This is an optimization exercise on Yosys and OpenROAD, whose aim is small area and a short achievable clock period, not a production implementation. No functional check of the RTL was part of this run.

===== design/flow/design.v =====
module HA(input a, input b, output s, output co);
  assign s = a ^ b;
  assign co = a & b;
endmodule
module HAN(input a, input b, output s, output co);
  assign s = ~(a ^ b);
  OR2 o (a, b, co);
endmodule
module OR2(input a, input b, output y);
  assign y = a | b;
endmodule
module FA(input a, input b, input c, output s, output co);
  assign s = a ^ b ^ c;
  assign co = (a & b) | (a & c) | (b & c);
endmodule
module FA1(input a, input b, output s, output co);
  assign s = ~(a ^ b);
  OR2 o (a, b, co);
endmodule
module G_NAND2(input a, input b, output y);
  assign y = ~(a & b);
endmodule
module G_NOR2(input a, input b, output y);
  assign y = ~(a | b);
endmodule
module G_XOR2(input a, input b, output y);
  assign y = a ^ b;
endmodule
module G_XNOR2(input a, input b, output y);
  assign y = ~(a ^ b);
endmodule
module G_INV(input a, output y);
  assign y = ~a;
endmodule
module G_AOI21(input a1, input a2, input b1, output y);
  assign y = ~((a1 & a2) | b1);
endmodule
module G_OAI21(input a1, input a2, input b1, output y);
  assign y = ~((a1 | a2) & b1);
endmodule
module complex(clk, a0, a1, b0, b1, im, re);
  input clk;
  input [7:0] a0, a1, b0, b1;
  output reg [15:0] im, re;
  wire [15:0] re_d, im_d;
  wire rs1;
  wire rc2;
  wire rs3;
  wire rc4;
  wire rs5;
  wire rc6;
  wire rs7;
  wire rc8;
  wire rs9;
  wire rc10;
  wire rs11;
  wire rc12;
  wire rs13;
  wire rc14;
  wire rs15;
  wire rc16;
  wire rs17;
  wire rc18;
  wire rs19;
  wire rc20;
  wire rs21;
  wire rc22;
  wire rs23;
  wire rc24;
  wire rs25;
  wire rc26;
  wire rs27;
  wire rc28;
  wire rs29;
  wire rc30;
  wire rs31;
  wire rc32;
  wire rs33;
  wire rc34;
  wire rs35;
  wire rc36;
  wire rs37;
  wire rc38;
  wire rs39;
  wire rc40;
  wire rs41;
  wire rc42;
  wire rs43;
  wire rc44;
  wire rs45;
  wire rc46;
  wire rs47;
  wire rc48;
  wire rs49;
  wire rc50;
  wire rs51;
  wire rc52;
  wire rs53;
  wire rc54;
  wire rs55;
  wire rc56;
  wire rs57;
  wire rc58;
  wire rs59;
  wire rc60;
  wire rs61;
  wire rc62;
  wire rs63;
  wire rc64;
  wire rn65;
  wire rs66;
  wire rc67;
  wire rs68;
  wire rc69;
  wire rs70;
  wire rc71;
  wire rs72;
  wire rc73;
  wire rs74;
  wire rc75;
  wire rs76;
  wire rc77;
  wire rs78;
  wire rc79;
  wire rs80;
  wire rc81;
  wire rs82;
  wire rc83;
  wire rs84;
  wire rc85;
  wire rs86;
  wire rc87;
  wire rs88;
  wire rc89;
  wire rs90;
  wire rc91;
  wire rs92;
  wire rc93;
  wire rs94;
  wire rc95;
  wire rs96;
  wire rc97;
  wire rs98;
  wire rc99;
  wire rs100;
  wire rc101;
  wire rs102;
  wire rc103;
  wire rs104;
  wire rc105;
  wire rs106;
  wire rc107;
  wire rs108;
  wire rc109;
  wire rs110;
  wire rc111;
  wire rs112;
  wire rc113;
  wire rs114;
  wire rc115;
  wire rs116;
  wire rc117;
  wire rs118;
  wire rc119;
  wire rs120;
  wire rc121;
  wire rn122;
  wire rs123;
  wire rc124;
  wire rs125;
  wire rc126;
  wire rs127;
  wire rc128;
  wire rs129;
  wire rc130;
  wire rs131;
  wire rc132;
  wire rs133;
  wire rc134;
  wire rs135;
  wire rc136;
  wire rs137;
  wire rc138;
  wire rs139;
  wire rc140;
  wire rs141;
  wire rc142;
  wire rs143;
  wire rc144;
  wire rs145;
  wire rc146;
  wire rs147;
  wire rc148;
  wire rs149;
  wire rc150;
  wire rs151;
  wire rc152;
  wire rs153;
  wire rc154;
  wire rs155;
  wire rc156;
  wire rs157;
  wire rc158;
  wire rs159;
  wire rc160;
  wire rs161;
  wire rc162;
  wire rs163;
  wire rc164;
  wire rs165;
  wire rc166;
  wire rs167;
  wire rc168;
  wire rs169;
  wire rc170;
  wire rs171;
  wire rc172;
  wire rs173;
  wire rc174;
  wire rs175;
  wire rc176;
  wire rs177;
  wire rc178;
  wire rs179;
  wire rc180;
  wire rs181;
  wire rc182;
  wire rs183;
  wire rc184;
  wire rs185;
  wire rc186;
  wire rs187;
  wire rc188;
  wire rs189;
  wire rc190;
  wire rs191;
  wire rc192;
  wire rs193;
  wire rc194;
  wire rs195;
  wire rc196;
  wire rs197;
  wire rc198;
  wire rs199;
  wire rc200;
  wire rs201;
  wire rc202;
  wire rs203;
  wire rc204;
  wire rs205;
  wire rc206;
  wire rs207;
  wire rc208;
  wire rs209;
  wire rc210;
  wire rs211;
  wire rc212;
  wire rs213;
  wire rc214;
  wire rs215;
  wire rc216;
  wire rs217;
  wire rc218;
  wire rs219;
  wire rc220;
  wire rs221;
  wire rc222;
  wire rs223;
  wire rc224;
  wire rs225;
  wire rc226;
  wire rars227;
  wire rarc228;
  wire rars229;
  wire rarc230;
  wire rars231;
  wire rarc232;
  wire rars233;
  wire rarc234;
  wire rars235;
  wire rarc236;
  wire rars237;
  wire rarc238;
  wire rapw239;
  wire ragw240;
  wire ratw241;
  wire rapw242;
  wire ragw243;
  wire ratw244;
  wire rapw245;
  wire ragw246;
  wire ratw247;
  wire rapw248;
  wire ragw249;
  wire ratw250;
  wire rapw251;
  wire ragw252;
  wire ratw253;
  wire rapw254;
  wire ragw255;
  wire ratw256;
  wire rapw257;
  wire ragw258;
  wire ratw259;
  wire rapw260;
  wire ragw261;
  wire ratw262;
  wire rapw263;
  wire ragw264;
  wire ratw265;
  wire rapw266;
  wire raiw267;
  wire raxw268;
  wire raxw269;
  wire rayw270;
  wire raxw271;
  wire rayw272;
  wire raxw273;
  wire rayw274;
  wire raxw275;
  wire rayw276;
  wire raxw277;
  wire rayw278;
  wire raxw279;
  wire rayw280;
  wire raxw281;
  wire rayw282;
  wire raxw283;
  wire rayw284;
  wire raxw285;
  wire raxw286;
  wire raxw287;
  wire rayw288;
  wire raxw289;
  wire rayw290;
  wire raxw291;
  wire rayw292;
  wire raxw293;
  wire rayw294;
  wire raxw295;
  wire rayw296;
  wire raxw297;
  wire rayw298;
  wire raiw299;
  wire raxw300;
  wire raiw301;
  wire raxw302;
  wire raxw303;
  wire raxw304;
  wire raxw305;
  wire rayw306;
  wire raxw307;
  wire rayw308;
  wire raxw309;
  wire raxw310;
  wire rasw311;
  wire rasw312;
  wire rasw313;
  wire rasw314;
  wire rasw315;
  wire rasw316;
  wire rasw317;
  wire rasw318;
  wire rasw319;
  wire rasw320;
  wire is321;
  wire ic322;
  wire is323;
  wire ic324;
  wire is325;
  wire ic326;
  wire is327;
  wire ic328;
  wire is329;
  wire ic330;
  wire is331;
  wire ic332;
  wire is333;
  wire ic334;
  wire is335;
  wire ic336;
  wire is337;
  wire ic338;
  wire is339;
  wire ic340;
  wire is341;
  wire ic342;
  wire is343;
  wire ic344;
  wire is345;
  wire ic346;
  wire is347;
  wire ic348;
  wire is349;
  wire ic350;
  wire is351;
  wire ic352;
  wire is353;
  wire ic354;
  wire is355;
  wire ic356;
  wire is357;
  wire ic358;
  wire is359;
  wire ic360;
  wire is361;
  wire ic362;
  wire is363;
  wire ic364;
  wire is365;
  wire ic366;
  wire is367;
  wire ic368;
  wire is369;
  wire ic370;
  wire is371;
  wire ic372;
  wire is373;
  wire ic374;
  wire is375;
  wire ic376;
  wire is377;
  wire ic378;
  wire is379;
  wire ic380;
  wire is381;
  wire ic382;
  wire is383;
  wire ic384;
  wire is385;
  wire ic386;
  wire is387;
  wire ic388;
  wire is389;
  wire ic390;
  wire is391;
  wire ic392;
  wire is393;
  wire ic394;
  wire is395;
  wire ic396;
  wire is397;
  wire ic398;
  wire is399;
  wire ic400;
  wire is401;
  wire ic402;
  wire is403;
  wire ic404;
  wire is405;
  wire ic406;
  wire is407;
  wire ic408;
  wire is409;
  wire ic410;
  wire is411;
  wire ic412;
  wire is413;
  wire ic414;
  wire is415;
  wire ic416;
  wire is417;
  wire ic418;
  wire is419;
  wire ic420;
  wire is421;
  wire ic422;
  wire is423;
  wire ic424;
  wire is425;
  wire ic426;
  wire is427;
  wire ic428;
  wire is429;
  wire ic430;
  wire is431;
  wire ic432;
  wire is433;
  wire ic434;
  wire is435;
  wire ic436;
  wire is437;
  wire ic438;
  wire is439;
  wire ic440;
  wire is441;
  wire ic442;
  wire is443;
  wire ic444;
  wire is445;
  wire ic446;
  wire is447;
  wire ic448;
  wire is449;
  wire ic450;
  wire is451;
  wire ic452;
  wire is453;
  wire ic454;
  wire is455;
  wire ic456;
  wire is457;
  wire ic458;
  wire is459;
  wire ic460;
  wire is461;
  wire ic462;
  wire is463;
  wire ic464;
  wire is465;
  wire ic466;
  wire is467;
  wire ic468;
  wire is469;
  wire ic470;
  wire is471;
  wire ic472;
  wire is473;
  wire ic474;
  wire is475;
  wire ic476;
  wire is477;
  wire ic478;
  wire is479;
  wire ic480;
  wire is481;
  wire ic482;
  wire is483;
  wire ic484;
  wire is485;
  wire ic486;
  wire is487;
  wire ic488;
  wire is489;
  wire ic490;
  wire is491;
  wire ic492;
  wire is493;
  wire ic494;
  wire is495;
  wire ic496;
  wire is497;
  wire ic498;
  wire is499;
  wire ic500;
  wire is501;
  wire ic502;
  wire is503;
  wire ic504;
  wire is505;
  wire ic506;
  wire is507;
  wire ic508;
  wire is509;
  wire ic510;
  wire is511;
  wire ic512;
  wire is513;
  wire ic514;
  wire is515;
  wire ic516;
  wire is517;
  wire ic518;
  wire is519;
  wire ic520;
  wire is521;
  wire ic522;
  wire is523;
  wire ic524;
  wire is525;
  wire ic526;
  wire is527;
  wire ic528;
  wire is529;
  wire ic530;
  wire iars531;
  wire iarc532;
  wire iars533;
  wire iarc534;
  wire iars535;
  wire iarc536;
  wire iars537;
  wire iarc538;
  wire iars539;
  wire iarc540;
  wire iars541;
  wire iarc542;
  wire iapw543;
  wire iagw544;
  wire iatw545;
  wire iapw546;
  wire iagw547;
  wire iatw548;
  wire iapw549;
  wire iagw550;
  wire iatw551;
  wire iapw552;
  wire iagw553;
  wire iatw554;
  wire iapw555;
  wire iagw556;
  wire iatw557;
  wire iapw558;
  wire iagw559;
  wire iatw560;
  wire iapw561;
  wire iagw562;
  wire iatw563;
  wire iapw564;
  wire iagw565;
  wire iatw566;
  wire iapw567;
  wire iagw568;
  wire iatw569;
  wire iapw570;
  wire iaiw571;
  wire iaxw572;
  wire iaxw573;
  wire iayw574;
  wire iaxw575;
  wire iayw576;
  wire iaxw577;
  wire iayw578;
  wire iaxw579;
  wire iayw580;
  wire iaxw581;
  wire iayw582;
  wire iaxw583;
  wire iayw584;
  wire iaxw585;
  wire iayw586;
  wire iaxw587;
  wire iayw588;
  wire iaxw589;
  wire iaxw590;
  wire iaxw591;
  wire iayw592;
  wire iaxw593;
  wire iayw594;
  wire iaxw595;
  wire iayw596;
  wire iaxw597;
  wire iayw598;
  wire iaxw599;
  wire iayw600;
  wire iaxw601;
  wire iayw602;
  wire iaiw603;
  wire iaxw604;
  wire iaiw605;
  wire iaxw606;
  wire iaxw607;
  wire iaxw608;
  wire iaxw609;
  wire iayw610;
  wire iaxw611;
  wire iayw612;
  wire iaxw613;
  wire iaxw614;
  wire iasw615;
  wire iasw616;
  wire iasw617;
  wire iasw618;
  wire iasw619;
  wire iasw620;
  wire iasw621;
  wire iasw622;
  wire iasw623;
  wire iasw624;
  FA1 ru2 ((a0[0] & b0[6]), (a0[1] & b0[5]), rs1, rc2);
  FA1 ru4 ((a0[0] & b0[7]), (a0[1] & b0[6]), rs3, rc4);
  FA ru6 ((a0[2] & b0[5]), (a0[3] & b0[4]), (a0[4] & b0[3]), rs5, rc6);
  HA ru8 ((a0[5] & b0[2]), (a0[6] & b0[1]), rs7, rc8);
  FA1 ru10 ((a0[1] & b0[7]), (a0[2] & b0[6]), rs9, rc10);
  FA ru12 ((a0[3] & b0[5]), (a0[4] & b0[4]), (a0[5] & b0[3]), rs11, rc12);
  HA ru14 ((a0[6] & b0[2]), (a0[7] & b0[1]), rs13, rc14);
  FA ru16 ((a0[2] & b0[7]), (a0[3] & b0[6]), (a0[4] & b0[5]), rs15, rc16);
  FA1 ru18 ((a0[0] & b0[4]), (a0[1] & b0[3]), rs17, rc18);
  FA1 ru20 ((a0[0] & b0[5]), (a0[1] & b0[4]), rs19, rc20);
  FA ru22 ((a0[2] & b0[3]), (a0[3] & b0[2]), (a0[4] & b0[1]), rs21, rc22);
  HA ru24 ((a0[5] & b0[0]), ~(a1[0] & b1[5]), rs23, rc24);
  FA ru26 ((a0[2] & b0[4]), (a0[3] & b0[3]), (a0[4] & b0[2]), rs25, rc26);
  FA ru28 ((a0[5] & b0[1]), (a0[6] & b0[0]), ~(a1[0] & b1[6]), rs27, rc28);
  FA ru30 (~(a1[1] & b1[5]), ~(a1[2] & b1[4]), ~(a1[3] & b1[3]), rs29, rc30);
  HA ru32 (~(a1[4] & b1[2]), ~(a1[5] & b1[1]), rs31, rc32);
  FA ru34 ((a0[7] & b0[0]), ~(a1[0] & b1[7]), ~(a1[1] & b1[6]), rs33, rc34);
  FA ru36 (~(a1[2] & b1[5]), ~(a1[3] & b1[4]), ~(a1[4] & b1[3]), rs35, rc36);
  FA ru38 (~(a1[5] & b1[2]), ~(a1[6] & b1[1]), ~(a1[7] & b1[0]), rs37, rc38);
  FA ru40 (rc2, rs3, rs7, rs39, rc40);
  FA ru42 (~(a1[1] & b1[7]), ~(a1[2] & b1[6]), ~(a1[3] & b1[5]), rs41, rc42);
  FA ru44 (~(a1[4] & b1[4]), ~(a1[5] & b1[3]), ~(a1[6] & b1[2]), rs43, rc44);
  FA ru46 (~(a1[7] & b1[1]), rc4, rc8, rs45, rc46);
  FA ru48 (rs9, rs13, rc6, rs47, rc48);
  FA ru50 ((a0[5] & b0[4]), (a0[6] & b0[3]), (a0[7] & b0[2]), rs49, rc50);
  FA ru52 (~(a1[2] & b1[7]), ~(a1[3] & b1[6]), ~(a1[4] & b1[5]), rs51, rc52);
  FA ru54 (~(a1[5] & b1[4]), ~(a1[6] & b1[3]), ~(a1[7] & b1[2]), rs53, rc54);
  FA ru56 (rc10, rc14, rc12, rs55, rc56);
  FA ru58 ((a0[3] & b0[7]), (a0[4] & b0[6]), (a0[5] & b0[5]), rs57, rc58);
  FA ru60 ((a0[6] & b0[4]), (a0[7] & b0[3]), ~(a1[3] & b1[7]), rs59, rc60);
  FA ru62 (~(a1[4] & b1[6]), ~(a1[5] & b1[5]), ~(a1[6] & b1[4]), rs61, rc62);
  FA ru64 ((a0[4] & b0[7]), (a0[5] & b0[6]), (a0[6] & b0[5]), rs63, rc64);
  assign rn65 = ~(a0[0] & b0[2]);
  FA1 ru67 ((a0[0] & b0[3]), (a0[1] & b0[2]), rs66, rc67);
  FA ru69 ((a0[2] & b0[1]), (a0[3] & b0[0]), ~(a1[0] & b1[3]), rs68, rc69);
  FA ru71 ((a0[2] & b0[2]), (a0[3] & b0[1]), (a0[4] & b0[0]), rs70, rc71);
  FA ru73 (~(a1[0] & b1[4]), ~(a1[1] & b1[3]), ~(a1[2] & b1[2]), rs72, rc73);
  HA ru75 (~(a1[3] & b1[1]), ~(a1[4] & b1[0]), rs74, rc75);
  FA ru77 (~(a1[1] & b1[4]), ~(a1[2] & b1[3]), ~(a1[3] & b1[2]), rs76, rc77);
  FA ru79 (~(a1[4] & b1[1]), ~(a1[5] & b1[0]), rc18, rs78, rc79);
  FA ru81 (rs19, rs23, rc75, rs80, rc81);
  FA ru83 (~(a1[6] & b1[0]), rc20, rs1, rs82, rc83);
  FA ru85 (rc24, rs31, rc22, rs84, rc85);
  FA ru87 (rc77, rs25, rs27, rs86, rc87);
  FA ru89 (rc32, rc26, rc28, rs88, rc89);
  FA ru91 (rc30, rs5, rs33, rs90, rc91);
  FA ru93 (rs35, rs37, rc83, rs92, rc93);
  FA ru95 (rc34, rc36, rc38, rs94, rc95);
  FA ru97 (rs11, rs41, rs43, rs96, rc97);
  FA ru99 (rc40, rs45, rc89, rs98, rc99);
  FA ru101 (rc42, rc44, rs15, rs100, rc101);
  FA ru103 (rs49, rs51, rs53, rs102, rc103);
  FA ru105 (rc46, rc48, rc95, rs104, rc105);
  FA ru107 (~(a1[7] & b1[3]), rc16, rc50, rs106, rc107);
  FA ru109 (rc52, rc54, rs57, rs108, rc109);
  FA ru111 (rs59, rs61, rc56, rs110, rc111);
  FA ru113 ((a0[7] & b0[4]), ~(a1[4] & b1[7]), ~(a1[5] & b1[6]), rs112, rc113);
  FA ru115 (~(a1[6] & b1[5]), ~(a1[7] & b1[4]), rc58, rs114, rc115);
  FA ru117 (rc60, rc62, rs63, rs116, rc117);
  FA ru119 ((a0[5] & b0[7]), (a0[6] & b0[6]), (a0[7] & b0[5]), rs118, rc119);
  FA ru121 (~(a1[5] & b1[7]), ~(a1[6] & b1[6]), ~(a1[7] & b1[5]), rs120, rc121);
  assign rn122 = ~(a0[0] & b0[1]);
  FA ru124 ((a0[1] & b0[1]), (a0[2] & b0[0]), ~(a1[0] & b1[2]), rs123, rc124);
  HA ru126 (~(a1[1] & b1[1]), ~(a1[2] & b1[0]), rs125, rc126);
  FA ru128 (~(a1[1] & b1[2]), ~(a1[2] & b1[1]), ~(a1[3] & b1[0]), rs127, rc128);
  FA ru130 ((a0[0] & b0[2]), rs66, rc126, rs129, rc130);
  FA ru132 (rc67, rs17, rs74, rs131, rc132);
  FA ru134 (rc69, rc128, rs70, rs133, rc134);
  FA ru136 (rc71, rc73, rs21, rs135, rc136);
  FA ru138 (rs76, rs78, rc132, rs137, rc138);
  FA ru140 (rs29, rc79, rc81, rs139, rc140);
  FA ru142 (rs82, rs84, rc136, rs141, rc142);
  FA ru144 (rs39, rc85, rc87, rs143, rc144);
  FA ru146 (rs88, rs90, rc140, rs145, rc146);
  FA ru148 (rs47, rc91, rs94, rs147, rc148);
  FA ru150 (rs96, rc93, rs98, rs149, rc150);
  FA ru152 (rs55, rc97, rs100, rs151, rc152);
  FA ru154 (rs102, rc99, rs104, rs153, rc154);
  FA ru156 (rc101, rc103, rs106, rs155, rc156);
  FA ru158 (rs108, rc105, rs110, rs157, rc158);
  FA ru160 (rs112, rc107, rc109, rs159, rc160);
  FA ru162 (rs114, rs116, rc111, rs161, rc162);
  FA ru164 (rc64, rc113, rs118, rs163, rc164);
  FA ru166 (rs120, rc115, rc117, rs165, rc166);
  FA ru168 ((a0[6] & b0[7]), (a0[7] & b0[6]), ~(a1[6] & b1[7]), rs167, rc168);
  FA ru170 (~(a1[7] & b1[6]), rc119, rc121, rs169, rc170);
  HA ru172 ((a0[1] & b0[0]), ~(a1[0] & b1[1]), rs171, rc172);
  FA ru174 ((a0[0] & b0[1]), rn65, rs125, rs173, rc174);
  FA ru176 (rc124, rs68, rs127, rs175, rc176);
  FA ru178 (rs72, rc130, rs131, rs177, rc178);
  FA ru180 (rs80, rc134, rs135, rs179, rc180);
  FA ru182 (rs86, rc138, rs139, rs181, rc182);
  FA ru184 (rs92, rc142, rs143, rs183, rc184);
  FA ru186 (rc144, rs147, rc146, rs185, rc186);
  FA ru188 (rc148, rs151, rc150, rs187, rc188);
  FA ru190 (rc152, rs155, rc154, rs189, rc190);
  FA ru192 (rc156, rs159, rc158, rs191, rc192);
  FA ru194 (rs163, rc160, rs165, rs193, rc194);
  FA ru196 (rs167, rc164, rs169, rs195, rc196);
  FA ru198 ((a0[7] & b0[7]), ~(a1[7] & b1[7]), rc168, rs197, rc198);
  HA ru200 (~(a1[1] & b1[0]), rn122, rs199, rc200);
  FA ru202 (rc172, rc200, rs123, rs201, rc202);
  FA ru204 (rc174, rs129, rc202, rs203, rc204);
  FA ru206 (rc176, rs133, rs177, rs205, rc206);
  FA ru208 (rs137, rc178, rs179, rs207, rc208);
  FA ru210 (rs141, rc180, rs181, rs209, rc210);
  FA ru212 (rc182, rs145, rs183, rs211, rc212);
  FA ru214 (rs149, rc184, rs185, rs213, rc214);
  FA ru216 (rs153, rc186, rs187, rs215, rc216);
  FA ru218 (rs157, rc188, rs189, rs217, rc218);
  FA ru220 (rs161, rc190, rs191, rs219, rc220);
  FA ru222 (rc162, rs193, rc192, rs221, rc222);
  FA ru224 (rc166, rs195, rc194, rs223, rc224);
  FA ru226 (rc170, rs197, rc196, rs225, rc226);
  FA1 raru228 ((a0[0] & b0[0]), ~(a1[0] & b1[0]), rars227, rarc228);
  FA raru230 (rs171, rs199, rarc228, rars229, rarc230);
  FA raru232 (rs173, rs201, rarc230, rars231, rarc232);
  FA raru234 (rs175, rs203, rarc232, rars233, rarc234);
  FA raru236 (rc204, rs205, rarc234, rars235, rarc236);
  FA raru238 (rc206, rs207, rarc236, rars237, rarc238);
  G_XOR2 rapu239 (rc208, rs209, rapw239);
  G_NAND2 ragu240 (rc208, rs209, ragw240);
  G_NOR2 ratu241 (rc208, rs209, ratw241);
  G_XOR2 rapu242 (rc210, rs211, rapw242);
  G_NAND2 ragu243 (rc210, rs211, ragw243);
  G_NOR2 ratu244 (rc210, rs211, ratw244);
  G_XOR2 rapu245 (rc212, rs213, rapw245);
  G_NAND2 ragu246 (rc212, rs213, ragw246);
  G_NOR2 ratu247 (rc212, rs213, ratw247);
  G_XOR2 rapu248 (rc214, rs215, rapw248);
  G_NAND2 ragu249 (rc214, rs215, ragw249);
  G_NOR2 ratu250 (rc214, rs215, ratw250);
  G_XOR2 rapu251 (rc216, rs217, rapw251);
  G_NAND2 ragu252 (rc216, rs217, ragw252);
  G_NOR2 ratu253 (rc216, rs217, ratw253);
  G_XOR2 rapu254 (rc218, rs219, rapw254);
  G_NAND2 ragu255 (rc218, rs219, ragw255);
  G_NOR2 ratu256 (rc218, rs219, ratw256);
  G_XOR2 rapu257 (rc220, rs221, rapw257);
  G_NAND2 ragu258 (rc220, rs221, ragw258);
  G_NOR2 ratu259 (rc220, rs221, ratw259);
  G_XOR2 rapu260 (rc222, rs223, rapw260);
  G_NAND2 ragu261 (rc222, rs223, ragw261);
  G_NOR2 ratu262 (rc222, rs223, ratw262);
  G_XOR2 rapu263 (rc224, rs225, rapw263);
  G_NAND2 ragu264 (rc224, rs225, ragw264);
  G_NOR2 ratu265 (rc224, rs225, ratw265);
  G_XOR2 rapu266 (rc198, rc226, rapw266);
  G_INV raiu267 (rarc238, raiw267);
  G_OAI21 raxu268 (ratw241, raiw267, ragw240, raxw268);
  G_OAI21 raxu269 (ratw244, ragw240, ragw243, raxw269);
  G_NOR2 rayu270 (ratw244, ratw241, rayw270);
  G_OAI21 raxu271 (ratw247, ragw243, ragw246, raxw271);
  G_NOR2 rayu272 (ratw247, ratw244, rayw272);
  G_OAI21 raxu273 (ratw250, ragw246, ragw249, raxw273);
  G_NOR2 rayu274 (ratw250, ratw247, rayw274);
  G_OAI21 raxu275 (ratw253, ragw249, ragw252, raxw275);
  G_NOR2 rayu276 (ratw253, ratw250, rayw276);
  G_OAI21 raxu277 (ratw256, ragw252, ragw255, raxw277);
  G_NOR2 rayu278 (ratw256, ratw253, rayw278);
  G_OAI21 raxu279 (ratw259, ragw255, ragw258, raxw279);
  G_NOR2 rayu280 (ratw259, ratw256, rayw280);
  G_OAI21 raxu281 (ratw262, ragw258, ragw261, raxw281);
  G_NOR2 rayu282 (ratw262, ratw259, rayw282);
  G_OAI21 raxu283 (ratw265, ragw261, ragw264, raxw283);
  G_NOR2 rayu284 (ratw265, ratw262, rayw284);
  G_AOI21 raxu285 (rayw270, rarc238, raxw269, raxw285);
  G_AOI21 raxu286 (rayw272, raxw268, raxw271, raxw286);
  G_AOI21 raxu287 (rayw274, raxw269, raxw273, raxw287);
  G_NAND2 rayu288 (rayw274, rayw270, rayw288);
  G_AOI21 raxu289 (rayw276, raxw271, raxw275, raxw289);
  G_NAND2 rayu290 (rayw276, rayw272, rayw290);
  G_AOI21 raxu291 (rayw278, raxw273, raxw277, raxw291);
  G_NAND2 rayu292 (rayw278, rayw274, rayw292);
  G_AOI21 raxu293 (rayw280, raxw275, raxw279, raxw293);
  G_NAND2 rayu294 (rayw280, rayw276, rayw294);
  G_AOI21 raxu295 (rayw282, raxw277, raxw281, raxw295);
  G_NAND2 rayu296 (rayw282, rayw278, rayw296);
  G_AOI21 raxu297 (rayw284, raxw279, raxw283, raxw297);
  G_NAND2 rayu298 (rayw284, rayw280, rayw298);
  G_INV raiu299 (rarc238, raiw299);
  G_OAI21 raxu300 (rayw288, raiw299, raxw287, raxw300);
  G_INV raiu301 (raxw268, raiw301);
  G_OAI21 raxu302 (rayw290, raiw301, raxw289, raxw302);
  G_OAI21 raxu303 (rayw292, raxw285, raxw291, raxw303);
  G_OAI21 raxu304 (rayw294, raxw286, raxw293, raxw304);
  G_OAI21 raxu305 (rayw296, raxw287, raxw295, raxw305);
  G_NOR2 rayu306 (rayw296, rayw288, rayw306);
  G_OAI21 raxu307 (rayw298, raxw289, raxw297, raxw307);
  G_NOR2 rayu308 (rayw298, rayw290, rayw308);
  G_AOI21 raxu309 (rayw306, rarc238, raxw305, raxw309);
  G_AOI21 raxu310 (rayw308, raxw268, raxw307, raxw310);
  G_XOR2 rasu311 (rapw239, rarc238, rasw311);
  G_XOR2 rasu312 (rapw242, raxw268, rasw312);
  G_XNOR2 rasu313 (rapw245, raxw285, rasw313);
  G_XNOR2 rasu314 (rapw248, raxw286, rasw314);
  G_XOR2 rasu315 (rapw251, raxw300, rasw315);
  G_XOR2 rasu316 (rapw254, raxw302, rasw316);
  G_XOR2 rasu317 (rapw257, raxw303, rasw317);
  G_XOR2 rasu318 (rapw260, raxw304, rasw318);
  G_XNOR2 rasu319 (rapw263, raxw309, rasw319);
  G_XNOR2 rasu320 (rapw266, raxw310, rasw320);
  HAN iu322 (~(a0[0] & b1[6]), ~(a0[1] & b1[5]), is321, ic322);
  FA iu324 (~(a0[0] & b1[7]), ~(a0[1] & b1[6]), ~(a0[2] & b1[5]), is323, ic324);
  FA iu326 (~(a0[3] & b1[4]), ~(a0[4] & b1[3]), ~(a0[5] & b1[2]), is325, ic326);
  FA iu328 (~(a0[1] & b1[7]), ~(a0[2] & b1[6]), ~(a0[3] & b1[5]), is327, ic328);
  HAN iu330 (~(a0[4] & b1[4]), ~(a0[5] & b1[3]), is329, ic330);
  HAN iu332 (~(a0[2] & b1[7]), ~(a0[3] & b1[6]), is331, ic332);
  HAN iu334 (~(a0[0] & b1[4]), ~(a0[1] & b1[3]), is333, ic334);
  FA iu336 (~(a0[0] & b1[5]), ~(a0[1] & b1[4]), ~(a0[2] & b1[3]), is335, ic336);
  FA iu338 (~(a0[3] & b1[2]), ~(a0[4] & b1[1]), ~(a0[5] & b1[0]), is337, ic338);
  FA iu340 (~(a0[2] & b1[4]), ~(a0[3] & b1[3]), ~(a0[4] & b1[2]), is339, ic340);
  FA iu342 (~(a0[5] & b1[1]), ~(a0[6] & b1[0]), ~(a1[0] & b0[6]), is341, ic342);
  FA iu344 (~(a1[1] & b0[5]), ~(a1[2] & b0[4]), ~(a1[3] & b0[3]), is343, ic344);
  FA iu346 (~(a0[6] & b1[1]), ~(a0[7] & b1[0]), ~(a1[0] & b0[7]), is345, ic346);
  FA iu348 (~(a1[1] & b0[6]), ~(a1[2] & b0[5]), ~(a1[3] & b0[4]), is347, ic348);
  FA iu350 (~(a1[4] & b0[3]), ~(a1[5] & b0[2]), ~(a1[6] & b0[1]), is349, ic350);
  HAN iu352 (~(a1[7] & b0[0]), ic322, is351, ic352);
  FA iu354 (~(a0[6] & b1[2]), ~(a0[7] & b1[1]), ~(a1[1] & b0[7]), is353, ic354);
  FA iu356 (~(a1[2] & b0[6]), ~(a1[3] & b0[5]), ~(a1[4] & b0[4]), is355, ic356);
  FA iu358 (~(a1[5] & b0[3]), ~(a1[6] & b0[2]), ~(a1[7] & b0[1]), is357, ic358);
  FA iu360 (is329, ic324, ic326, is359, ic360);
  FA iu362 (~(a0[4] & b1[5]), ~(a0[5] & b1[4]), ~(a0[6] & b1[3]), is361, ic362);
  FA iu364 (~(a0[7] & b1[2]), ~(a1[2] & b0[7]), ~(a1[3] & b0[6]), is363, ic364);
  FA iu366 (~(a1[4] & b0[5]), ~(a1[5] & b0[4]), ~(a1[6] & b0[3]), is365, ic366);
  FA iu368 (~(a1[7] & b0[2]), ic330, is331, is367, ic368);
  FA iu370 (~(a0[3] & b1[7]), ~(a0[4] & b1[6]), ~(a0[5] & b1[5]), is369, ic370);
  FA iu372 (~(a0[6] & b1[4]), ~(a0[7] & b1[3]), ~(a1[3] & b0[7]), is371, ic372);
  FA iu374 (~(a1[4] & b0[6]), ~(a1[5] & b0[5]), ~(a1[6] & b0[4]), is373, ic374);
  FA iu376 (~(a0[4] & b1[7]), ~(a0[5] & b1[6]), ~(a0[6] & b1[5]), is375, ic376);
  FA iu378 (~(a0[0] & b1[3]), ~(a0[1] & b1[2]), ~(a0[2] & b1[1]), is377, ic378);
  FA iu380 (~(a0[2] & b1[2]), ~(a0[3] & b1[1]), ~(a0[4] & b1[0]), is379, ic380);
  FA iu382 (~(a1[0] & b0[4]), ~(a1[1] & b0[3]), ~(a1[2] & b0[2]), is381, ic382);
  FA iu384 (~(a1[0] & b0[5]), ~(a1[1] & b0[4]), ~(a1[2] & b0[3]), is383, ic384);
  FA iu386 (~(a1[3] & b0[2]), ~(a1[4] & b0[1]), ~(a1[5] & b0[0]), is385, ic386);
  HAN iu388 (ic334, ic380, is387, ic388);
  FA iu390 (~(a1[4] & b0[2]), ~(a1[5] & b0[1]), ~(a1[6] & b0[0]), is389, ic390);
  FA iu392 (is321, ic336, ic338, is391, ic392);
  FA iu394 (ic384, ic386, is339, is393, ic394);
  FA iu396 (ic340, ic342, ic344, is395, ic396);
  FA iu398 (ic390, is323, is325, is397, ic398);
  FA iu400 (is345, is347, is349, is399, ic400);
  FA iu402 (ic346, ic348, ic350, is401, ic402);
  FA iu404 (is327, is353, is355, is403, ic404);
  FA iu406 (is357, ic352, ic396, is405, ic406);
  FA iu408 (ic328, ic354, ic356, is407, ic408);
  FA iu410 (ic358, is361, is363, is409, ic410);
  FA iu412 (is365, is367, ic360, is411, ic412);
  FA iu414 (~(a1[7] & b0[3]), ic332, ic362, is413, ic414);
  FA iu416 (ic364, ic366, is369, is415, ic416);
  FA iu418 (is371, is373, ic368, is417, ic418);
  FA iu420 (~(a0[7] & b1[4]), ~(a1[4] & b0[7]), ~(a1[5] & b0[6]), is419, ic420);
  FA iu422 (~(a1[6] & b0[5]), ~(a1[7] & b0[4]), ic370, is421, ic422);
  FA iu424 (ic372, ic374, is375, is423, ic424);
  FA iu426 (~(a0[5] & b1[7]), ~(a0[6] & b1[6]), ~(a0[7] & b1[5]), is425, ic426);
  FA iu428 (~(a1[5] & b0[7]), ~(a1[6] & b0[6]), ~(a1[7] & b0[5]), is427, ic428);
  FA iu430 (~(a0[0] & b1[2]), ~(a0[1] & b1[1]), ~(a0[2] & b1[0]), is429, ic430);
  FA iu432 (~(a0[3] & b1[0]), ~(a1[0] & b0[3]), ~(a1[1] & b0[2]), is431, ic432);
  HAN iu434 (~(a1[2] & b0[1]), ~(a1[3] & b0[0]), is433, ic434);
  FA iu436 (~(a1[3] & b0[1]), ~(a1[4] & b0[0]), is333, is435, ic436);
  FA iu438 (ic434, ic378, ic432, is437, ic438);
  FA iu440 (ic382, is335, is337, is439, ic440);
  FA iu442 (is383, is385, is387, is441, ic442);
  FA iu444 (is341, is343, is389, is443, ic444);
  FA iu446 (ic388, is391, ic440, is445, ic446);
  FA iu448 (is351, ic392, ic394, is447, ic448);
  FA iu450 (is395, ic444, is397, is449, ic450);
  FA iu452 (is359, ic398, ic400, is451, ic452);
  FA iu454 (is401, is403, is405, is453, ic454);
  FA iu456 (ic402, ic404, is407, is455, ic456);
  FA iu458 (is409, ic406, is411, is457, ic458);
  FA iu460 (ic408, ic410, is413, is459, ic460);
  FA iu462 (is415, is417, ic412, is461, ic462);
  FA iu464 (is419, ic414, ic416, is463, ic464);
  FA iu466 (is421, is423, ic418, is465, ic466);
  FA iu468 (ic376, ic420, is425, is467, ic468);
  FA iu470 (is427, ic422, ic424, is469, ic470);
  FA iu472 (~(a0[6] & b1[7]), ~(a0[7] & b1[6]), ~(a1[6] & b0[7]), is471, ic472);
  FA iu474 (~(a1[7] & b0[6]), ic426, ic428, is473, ic474);
  HAN iu476 (~(a0[0] & b1[1]), ~(a0[1] & b1[0]), is475, ic476);
  FA iu478 (~(a1[0] & b0[2]), ~(a1[1] & b0[1]), ~(a1[2] & b0[0]), is477, ic478);
  FA iu480 (is433, ic430, ic478, is479, ic480);
  FA iu482 (is379, is381, is435, is481, ic482);
  FA iu484 (ic436, ic438, is439, is483, ic484);
  FA iu486 (is393, is443, ic442, is485, ic486);
  FA iu488 (is399, ic446, is447, is487, ic488);
  FA iu490 (ic448, ic450, is451, is489, ic490);
  FA iu492 (ic452, is455, ic454, is491, ic492);
  FA iu494 (ic456, is459, ic458, is493, ic494);
  FA iu496 (ic460, is463, is465, is495, ic496);
  FA iu498 (is467, ic464, is469, is497, ic498);
  FA iu500 (is471, ic468, is473, is499, ic500);
  FA iu502 (~(a0[7] & b1[7]), ~(a1[7] & b0[7]), ic472, is501, ic502);
  HAN iu504 (~(a1[0] & b0[1]), ~(a1[1] & b0[0]), is503, ic504);
  FA iu506 (ic476, ic504, is429, is505, ic506);
  FA iu508 (is377, is431, is479, is507, ic508);
  FA iu510 (ic480, is437, is481, is509, ic510);
  FA iu512 (is441, ic482, is483, is511, ic512);
  FA iu514 (is445, ic484, is485, is513, ic514);
  FA iu516 (is449, ic486, is487, is515, ic516);
  FA iu518 (is453, ic488, is489, is517, ic518);
  FA iu520 (is457, ic490, is491, is519, ic520);
  FA iu522 (is461, ic492, is493, is521, ic522);
  FA iu524 (ic462, is495, ic494, is523, ic524);
  FA iu526 (ic466, is497, ic496, is525, ic526);
  FA iu528 (ic470, is499, ic498, is527, ic528);
  FA iu530 (ic474, is501, ic500, is529, ic530);
  FA1 iaru532 (~(a0[0] & b1[0]), ~(a1[0] & b0[0]), iars531, iarc532);
  FA iaru534 (is475, is503, iarc532, iars533, iarc534);
  FA iaru536 (is477, is505, iarc534, iars535, iarc536);
  FA iaru538 (ic506, is507, iarc536, iars537, iarc538);
  FA iaru540 (ic508, is509, iarc538, iars539, iarc540);
  FA iaru542 (ic510, is511, iarc540, iars541, iarc542);
  G_XOR2 iapu543 (ic512, is513, iapw543);
  G_NAND2 iagu544 (ic512, is513, iagw544);
  G_NOR2 iatu545 (ic512, is513, iatw545);
  G_XOR2 iapu546 (ic514, is515, iapw546);
  G_NAND2 iagu547 (ic514, is515, iagw547);
  G_NOR2 iatu548 (ic514, is515, iatw548);
  G_XOR2 iapu549 (ic516, is517, iapw549);
  G_NAND2 iagu550 (ic516, is517, iagw550);
  G_NOR2 iatu551 (ic516, is517, iatw551);
  G_XOR2 iapu552 (ic518, is519, iapw552);
  G_NAND2 iagu553 (ic518, is519, iagw553);
  G_NOR2 iatu554 (ic518, is519, iatw554);
  G_XOR2 iapu555 (ic520, is521, iapw555);
  G_NAND2 iagu556 (ic520, is521, iagw556);
  G_NOR2 iatu557 (ic520, is521, iatw557);
  G_XOR2 iapu558 (ic522, is523, iapw558);
  G_NAND2 iagu559 (ic522, is523, iagw559);
  G_NOR2 iatu560 (ic522, is523, iatw560);
  G_XOR2 iapu561 (ic524, is525, iapw561);
  G_NAND2 iagu562 (ic524, is525, iagw562);
  G_NOR2 iatu563 (ic524, is525, iatw563);
  G_XOR2 iapu564 (ic526, is527, iapw564);
  G_NAND2 iagu565 (ic526, is527, iagw565);
  G_NOR2 iatu566 (ic526, is527, iatw566);
  G_XOR2 iapu567 (ic528, is529, iapw567);
  G_NAND2 iagu568 (ic528, is529, iagw568);
  G_NOR2 iatu569 (ic528, is529, iatw569);
  G_XOR2 iapu570 (ic502, ic530, iapw570);
  G_INV iaiu571 (iarc542, iaiw571);
  G_OAI21 iaxu572 (iatw545, iaiw571, iagw544, iaxw572);
  G_OAI21 iaxu573 (iatw548, iagw544, iagw547, iaxw573);
  G_NOR2 iayu574 (iatw548, iatw545, iayw574);
  G_OAI21 iaxu575 (iatw551, iagw547, iagw550, iaxw575);
  G_NOR2 iayu576 (iatw551, iatw548, iayw576);
  G_OAI21 iaxu577 (iatw554, iagw550, iagw553, iaxw577);
  G_NOR2 iayu578 (iatw554, iatw551, iayw578);
  G_OAI21 iaxu579 (iatw557, iagw553, iagw556, iaxw579);
  G_NOR2 iayu580 (iatw557, iatw554, iayw580);
  G_OAI21 iaxu581 (iatw560, iagw556, iagw559, iaxw581);
  G_NOR2 iayu582 (iatw560, iatw557, iayw582);
  G_OAI21 iaxu583 (iatw563, iagw559, iagw562, iaxw583);
  G_NOR2 iayu584 (iatw563, iatw560, iayw584);
  G_OAI21 iaxu585 (iatw566, iagw562, iagw565, iaxw585);
  G_NOR2 iayu586 (iatw566, iatw563, iayw586);
  G_OAI21 iaxu587 (iatw569, iagw565, iagw568, iaxw587);
  G_NOR2 iayu588 (iatw569, iatw566, iayw588);
  G_AOI21 iaxu589 (iayw574, iarc542, iaxw573, iaxw589);
  G_AOI21 iaxu590 (iayw576, iaxw572, iaxw575, iaxw590);
  G_AOI21 iaxu591 (iayw578, iaxw573, iaxw577, iaxw591);
  G_NAND2 iayu592 (iayw578, iayw574, iayw592);
  G_AOI21 iaxu593 (iayw580, iaxw575, iaxw579, iaxw593);
  G_NAND2 iayu594 (iayw580, iayw576, iayw594);
  G_AOI21 iaxu595 (iayw582, iaxw577, iaxw581, iaxw595);
  G_NAND2 iayu596 (iayw582, iayw578, iayw596);
  G_AOI21 iaxu597 (iayw584, iaxw579, iaxw583, iaxw597);
  G_NAND2 iayu598 (iayw584, iayw580, iayw598);
  G_AOI21 iaxu599 (iayw586, iaxw581, iaxw585, iaxw599);
  G_NAND2 iayu600 (iayw586, iayw582, iayw600);
  G_AOI21 iaxu601 (iayw588, iaxw583, iaxw587, iaxw601);
  G_NAND2 iayu602 (iayw588, iayw584, iayw602);
  G_INV iaiu603 (iarc542, iaiw603);
  G_OAI21 iaxu604 (iayw592, iaiw603, iaxw591, iaxw604);
  G_INV iaiu605 (iaxw572, iaiw605);
  G_OAI21 iaxu606 (iayw594, iaiw605, iaxw593, iaxw606);
  G_OAI21 iaxu607 (iayw596, iaxw589, iaxw595, iaxw607);
  G_OAI21 iaxu608 (iayw598, iaxw590, iaxw597, iaxw608);
  G_OAI21 iaxu609 (iayw600, iaxw591, iaxw599, iaxw609);
  G_NOR2 iayu610 (iayw600, iayw592, iayw610);
  G_OAI21 iaxu611 (iayw602, iaxw593, iaxw601, iaxw611);
  G_NOR2 iayu612 (iayw602, iayw594, iayw612);
  G_AOI21 iaxu613 (iayw610, iarc542, iaxw609, iaxw613);
  G_AOI21 iaxu614 (iayw612, iaxw572, iaxw611, iaxw614);
  G_XOR2 iasu615 (iapw543, iarc542, iasw615);
  G_XOR2 iasu616 (iapw546, iaxw572, iasw616);
  G_XNOR2 iasu617 (iapw549, iaxw589, iasw617);
  G_XNOR2 iasu618 (iapw552, iaxw590, iasw618);
  G_XOR2 iasu619 (iapw555, iaxw604, iasw619);
  G_XOR2 iasu620 (iapw558, iaxw606, iasw620);
  G_XOR2 iasu621 (iapw561, iaxw607, iasw621);
  G_XOR2 iasu622 (iapw564, iaxw608, iasw622);
  G_XNOR2 iasu623 (iapw567, iaxw613, iasw623);
  G_XNOR2 iasu624 (iapw570, iaxw614, iasw624);
  assign re_d[0] = rars227;
  assign re_d[1] = rars229;
  assign re_d[2] = rars231;
  assign re_d[3] = rars233;
  assign re_d[4] = rars235;
  assign re_d[5] = rars237;
  assign re_d[6] = rasw311;
  assign re_d[7] = rasw312;
  assign re_d[8] = rasw313;
  assign re_d[9] = rasw314;
  assign re_d[10] = rasw315;
  assign re_d[11] = rasw316;
  assign re_d[12] = rasw317;
  assign re_d[13] = rasw318;
  assign re_d[14] = rasw319;
  assign re_d[15] = rasw320;
  assign im_d[0] = ~iars531;
  assign im_d[1] = ~iars533;
  assign im_d[2] = ~iars535;
  assign im_d[3] = ~iars537;
  assign im_d[4] = ~iars539;
  assign im_d[5] = ~iars541;
  assign im_d[6] = ~iasw615;
  assign im_d[7] = ~iasw616;
  assign im_d[8] = ~iasw617;
  assign im_d[9] = ~iasw618;
  assign im_d[10] = ~iasw619;
  assign im_d[11] = ~iasw620;
  assign im_d[12] = ~iasw621;
  assign im_d[13] = ~iasw622;
  assign im_d[14] = ~iasw623;
  assign im_d[15] = ~iasw624;
  always @(posedge clk) begin
    re <= re_d;
    im <= im_d;
  end
endmodule

===== design/flow/flow/run.sh =====
#!/bin/bash
set -o pipefail
export BUFFER_PORTS_ARGS="-buffer_cell sky130_fd_sc_hd__buf_1"
cp standard.sh standard_sh.txt 2>/dev/null
bash standard.sh > standard.log 2>&1

===== design/flow/standard.sh =====
#!/bin/bash
# synth_recipe.tcl (not shown) runs the flow's synth.tcl, then flattens the netlist and writes it again
# the make line also repeats each setting of config.mk as NAME=value (left out here)
make -C /OpenROAD-flow-scripts/flow DESIGN_CONFIG=/design/flow/config.mk WORK_HOME=/design/flow/orfs CLKGATE_MAP_FILE= SYNTH_SCRIPT=/design/flow/synth_recipe.tcl "${@:-finish}"

===== design/flow/config.mk =====
export PLATFORM = sky130hd
export DESIGN_NAME = complex
export DESIGN_NICKNAME = complex
export VERILOG_FILES = /design/flow/design.v
export SDC_FILE = /design/flow/constraint.sdc
export NUM_CORES = 4
export LEC_CHECK = 0
export CAP_MARGIN = 20
export CORE_MARGIN = 2
export CORE_UTILIZATION = 40
export PLACE_DENSITY = 0.6
export SETUP_SLACK_MARGIN = 4.1
export SLEW_MARGIN = 20
export SYNTH_HIERARCHICAL = 1

===== design/flow/constraint.sdc =====
create_clock -name core_clock -period 10.0 [get_ports {clk}]
set_input_delay 2.0000 -clock core_clock [delete_from_list [all_inputs] [get_ports {clk}]]
set_output_delay 2.0000 -clock core_clock [all_outputs]
set_load 0.01 [all_outputs]

==> run summary <==
## kinds of logic (layout without fill, tap and decap cells)
kind of cell | after synthesis | count (layout)
compound gates | 50 | 50
flops | 32 | 32
simple gates | 343 | 343
buf+inv | 70 | 99
xor+xnor | 57 | 57
fa+ha+maj | 212 | 212
## cell type report
type / instances / area [um2]
Tap cell: 234 / 293
Sequential cell: 32 / 641
Clock inverter: 1 / 30.0
Multi-Input combinational cell: 662 / 6580
Fill cell: 1826 / 10500
Clock buffer: 7 / 153
Timing Repair Buffer: 69 / 384
Inverter: 22 / 82.6
## cells in the mapped netlist
master,number
sky130_fd_sc_hd__ha_1,8
sky130_fd_sc_hd__o21ai_1,30
sky130_fd_sc_hd__clkbuf_2,16
sky130_fd_sc_hd__xnor2_1,25
sky130_fd_sc_hd__buf_6,12
sky130_fd_sc_hd__nor2_1,38
sky130_fd_sc_hd__dfxtp_1,32
sky130_fd_sc_hd__a21oi_2,20
sky130_fd_sc_hd__fa_1,204
sky130_fd_sc_hd__buf_4,20
sky130_fd_sc_hd__nand2_1,224
sky130_fd_sc_hd__and2_1,64
sky130_fd_sc_hd__xor2_1,32
sky130_fd_sc_hd__or2_1,17
sky130_fd_sc_hd__inv_1,22
## cells in the final DEF, fill, tap and decap left out
master	Yosys	layout
sky130_fd_sc_hd__nand2_1	224	224
sky130_fd_sc_hd__dfxtp_1	32	32
sky130_fd_sc_hd__nor2_2	0	8
sky130_fd_sc_hd__and2_1	64	64
sky130_fd_sc_hd__nor2_1	38	26
sky130_fd_sc_hd__ha_1	8	8
sky130_fd_sc_hd__or2_1	17	17
sky130_fd_sc_hd__buf_4	20	12
sky130_fd_sc_hd__fa_1	204	198
sky130_fd_sc_hd__clkbuf_16	0	5
sky130_fd_sc_hd__clkbuf_8	0	2
sky130_fd_sc_hd__bufinv_16	0	1
sky130_fd_sc_hd__xnor2_1	25	25
sky130_fd_sc_hd__fa_2	0	6
sky130_fd_sc_hd__clkbuf_4	0	17
sky130_fd_sc_hd__a21oi_2	20	20
sky130_fd_sc_hd__xor2_1	32	32
sky130_fd_sc_hd__o21ai_1	30	25
sky130_fd_sc_hd__nor2_4	0	4
sky130_fd_sc_hd__inv_1	22	22
sky130_fd_sc_hd__buf_6	12	2
sky130_fd_sc_hd__buf_1	0	37
sky130_fd_sc_hd__buf_2	0	1
sky130_fd_sc_hd__o21ai_2	0	5
## sequential cells by signal, indices dropped and copies added, names as in the netlist
name,cells
im,16
re,16
## worst max-delay path, stage by stage
cell                       delay (ns)
sky130_fd_sc_hd__clkbuf_4        0.26
sky130_fd_sc_hd__nand2_1         0.12
sky130_fd_sc_hd__fa_1            0.46
sky130_fd_sc_hd__fa_1            0.42
sky130_fd_sc_hd__fa_1            0.46
sky130_fd_sc_hd__fa_1            0.39
sky130_fd_sc_hd__fa_1            0.51
sky130_fd_sc_hd__fa_2            0.47
sky130_fd_sc_hd__nor2_2          0.23
sky130_fd_sc_hd__nor2_2          0.09
sky130_fd_sc_hd__a21oi_2         0.15
sky130_fd_sc_hd__o21ai_1         0.10
sky130_fd_sc_hd__a21oi_2         0.13
sky130_fd_sc_hd__xnor2_1         0.12
sky130_fd_sc_hd__inv_1           0.05
## what timing repair did
| action | 4_1_cts | 5_1_grt |
|---|---|---|
| gates resized for setup | 33 | 67 |
| endpoints found under the setup margin | 15 | 11 |
| pin swaps | 0 | 4 |
## worst paths after layout
check	startpoint	end	slack [ns]	cells after the start
max	a1[1]	im[15]	4.21	15
min	a0[0]	im[0]	2.13	4
## through the flow
stage,std cells
after global routing,1027
after floorplan,764
after detailed placement,1019
after global placement,1019
after CTS,1027
final,1027
## per-module statistics from Yosys (local to each module, per instance)
module	times used	cell area (um2)	flops+latches
complex	1	2190	32
FA	204	20.0	0
HA	8	12.5	0
FA1	8	8.76	0
G_AOI21	20	8.76	0
G_XNOR2	8	8.76	0
G_XOR2	32	8.76	0
HAN	9	8.76	0
OR2	17	6.26	0
G_OAI21	30	5.00	0
G_INV	6	3.75	0
G_NAND2	30	3.75	0
G_NOR2	38	3.75	0
## routing by layer
metal	global-route usage	up-vias	wire length (um)
li1	-	2354	-
met1	0.261	2733	7530
met2	0.297	163	8200
met3	0.0256	15	933
met4	0.0453	0	225
met5	0	-	0
==> reports/qor.log <==
[grt] antenna violations before repair 0
[floorplanning] DIE WIDTH 142 um
[run] count of maximum capacitance violations 0
[sta] remaining max-slew budget at the tightest pin 0.628
[critical_path] CP Launch Type input pin
[grt] global router's overall resource usage 0.183
[detailed_routing] Final ANT Viol Nets 0
[critical_path] critical path start-end classification in -> reg
[synthesis] dominant combinational cell family by area after synthesis adder cells
[detailed_routing] detailed-route via count 5265
[sta] sum of negative setup slack 0 ns
[placement] Placed Instance Area 0.00779 mm2
[grt] number of global-route vias before repair 5693
[sta] fin worst setup slack 4.21 ns
[placement] post-place setup slack 3.42 ns
[synthesis] share of synthesized area occupied by flip-flops and latches 0.0844
[detailed_routing] wirelength, routed 16.9 mm
[synthesis] number of warnings issued by yosys 7
[floorplanning] Std-Cell Rows 50
[worst_hold_path] path category of the worst min-delay check in -> reg
[synthesis] post-synthesis mux area share 0
[synthesis] leading post-synthesis cells by cell area sky130_fd_sc_hd__fa_1, sky130_fd_sc_hd__nand2_1, sky130_fd_sc_hd__dfxtp_1
[synthesis] complex-gate fraction of the synthesized area 0.0429
[synthesis] post-synth design cell area 0.00759 mm2
[floorplanning] area of the die 0.0201 mm2
[grt] overflow left after global routing 0
[cells_and_area] final standard cell utilization of the core 0.438
[floorplanning] Core Area 0.0186 mm2
[grt] first-pass GRT wire length 28.9 mm
[placement] GPL Wtd Cong 0.809
[sta] Hold Violations, Final 0
[critical_path] worst-path fanout max 16
[synthesis] area share of the largest cell type after synthesis 0.538
[clock_tree] clock root buffer sky130_fd_sc_hd__clkbuf_16
[grt] largest net degree at the start of global routing 19
[clock_tree] clock-pin slew on the worst setup and hold paths 0.05 ns
[synthesis] Cell variety after synth 15
[cells_and_area] relative area change from synthesis to final layout 7.62%
[detailed_routing] routed wirelength normalized by instance count 16.4 um
[synthesis] Mapped Nets 1009
[clock_tree] count of H-tree levels built during CTS 2
[placement] number of I/O port buffers 64
[cells_and_area] final instance area 0.00817 mm2
[status] outcome no timing/DRC/antenna violations
[floorplanning] number of top-level design ports 65
[synthesis] count of state elements after synthesis 32
[clock_tree] quantity of hold-fixing buffers added after cts 0
[synthesis] simple logic cell fraction of the synthesized area 0.196
[cells_and_area] Final #Nets 1037
[sta] Worst-Margin Slew 0.554 ns
[floorplanning] initial standard-cell utilization of the core 0.407
[detailed_routing] number of detailed-routing iterations run before antenna repair 5
[sta] share of the cycle needed by the critical path after routing 0.579
[placement] HPWL Detailed 13.1 mm
[floorplanning] Die Y-Extent 142 um
[detailed_routing] count of unresolved DRC violations after routing 0
[clock_tree] clock buffers created by TritonCTS 5
[sta] Setup-failing EPs final 0
[sta] Max Fclk 0.173 GHz
[synthesis] area leader, netlist sky130_fd_sc_hd__fa_1
[clock_tree] clock tree from TritonCTS built
[synthesis] Mapped Avg Cell Area 9.93 um2
[synthesis] adder-cell share of the synthesized area 0.551
[sta] max-slew violations 0
[clock_tree] Max Buffers Root-to-Sink 2
[sta] Fin Hold WS 2.13 ns
[critical_path] arrival time at the worst endpoint 5.98 ns
[clock_tree] number of buffers inserted to repair setup after CTS 0
[synthesis] cell count after synthesis 764
[sta] minimum clock period 5.79 ns
[clock_tree] TritonCTS Sinks 32
[critical_path] endpoint required time on the critical path 10.19 ns
[detailed_routing] per-cell via count in the routed design 5.13
[cells_and_area] antenna diode instance count 0
[synthesis] synthesized-area fraction occupied by xor and xnor cells 0.0658
[cells_and_area] ratio of cells with drive above 1 in the final layout 0.105
[detailed_routing] Detailed Route Iter0 Violations 286
[critical_path] critical path endpoint category flop
[sta] RSZ-0062 raised after global routing true

## separate check: timing with driven ports
Ports are ideal in the flow. The routed layout listed here was re-timed in OpenROAD.
Step 1: set_driving_cell puts a clkbuf_16 on clk and a buf_2 on each other input, an assumption about the parent block.
Step 2 also shifts input and output timing later by t, the mid clock arrival at the registers, as if the neighbouring blocks saw the same clock.
Three values: ideal ports, drivers, drivers and shift; two values: the first two.
t (ns): 0.329
setup WS [ns]: 4.211 / 4.226 / 3.897
hold WS [ns]: 2.130 / 2.113 / 2.401
clock arrival spread, ns: 0.005 / 0.005
After both steps this run still meets setup and hold. For this run, drivers alone change the setup slack by +0.015 ns; drivers and shift together by -0.314 ns.
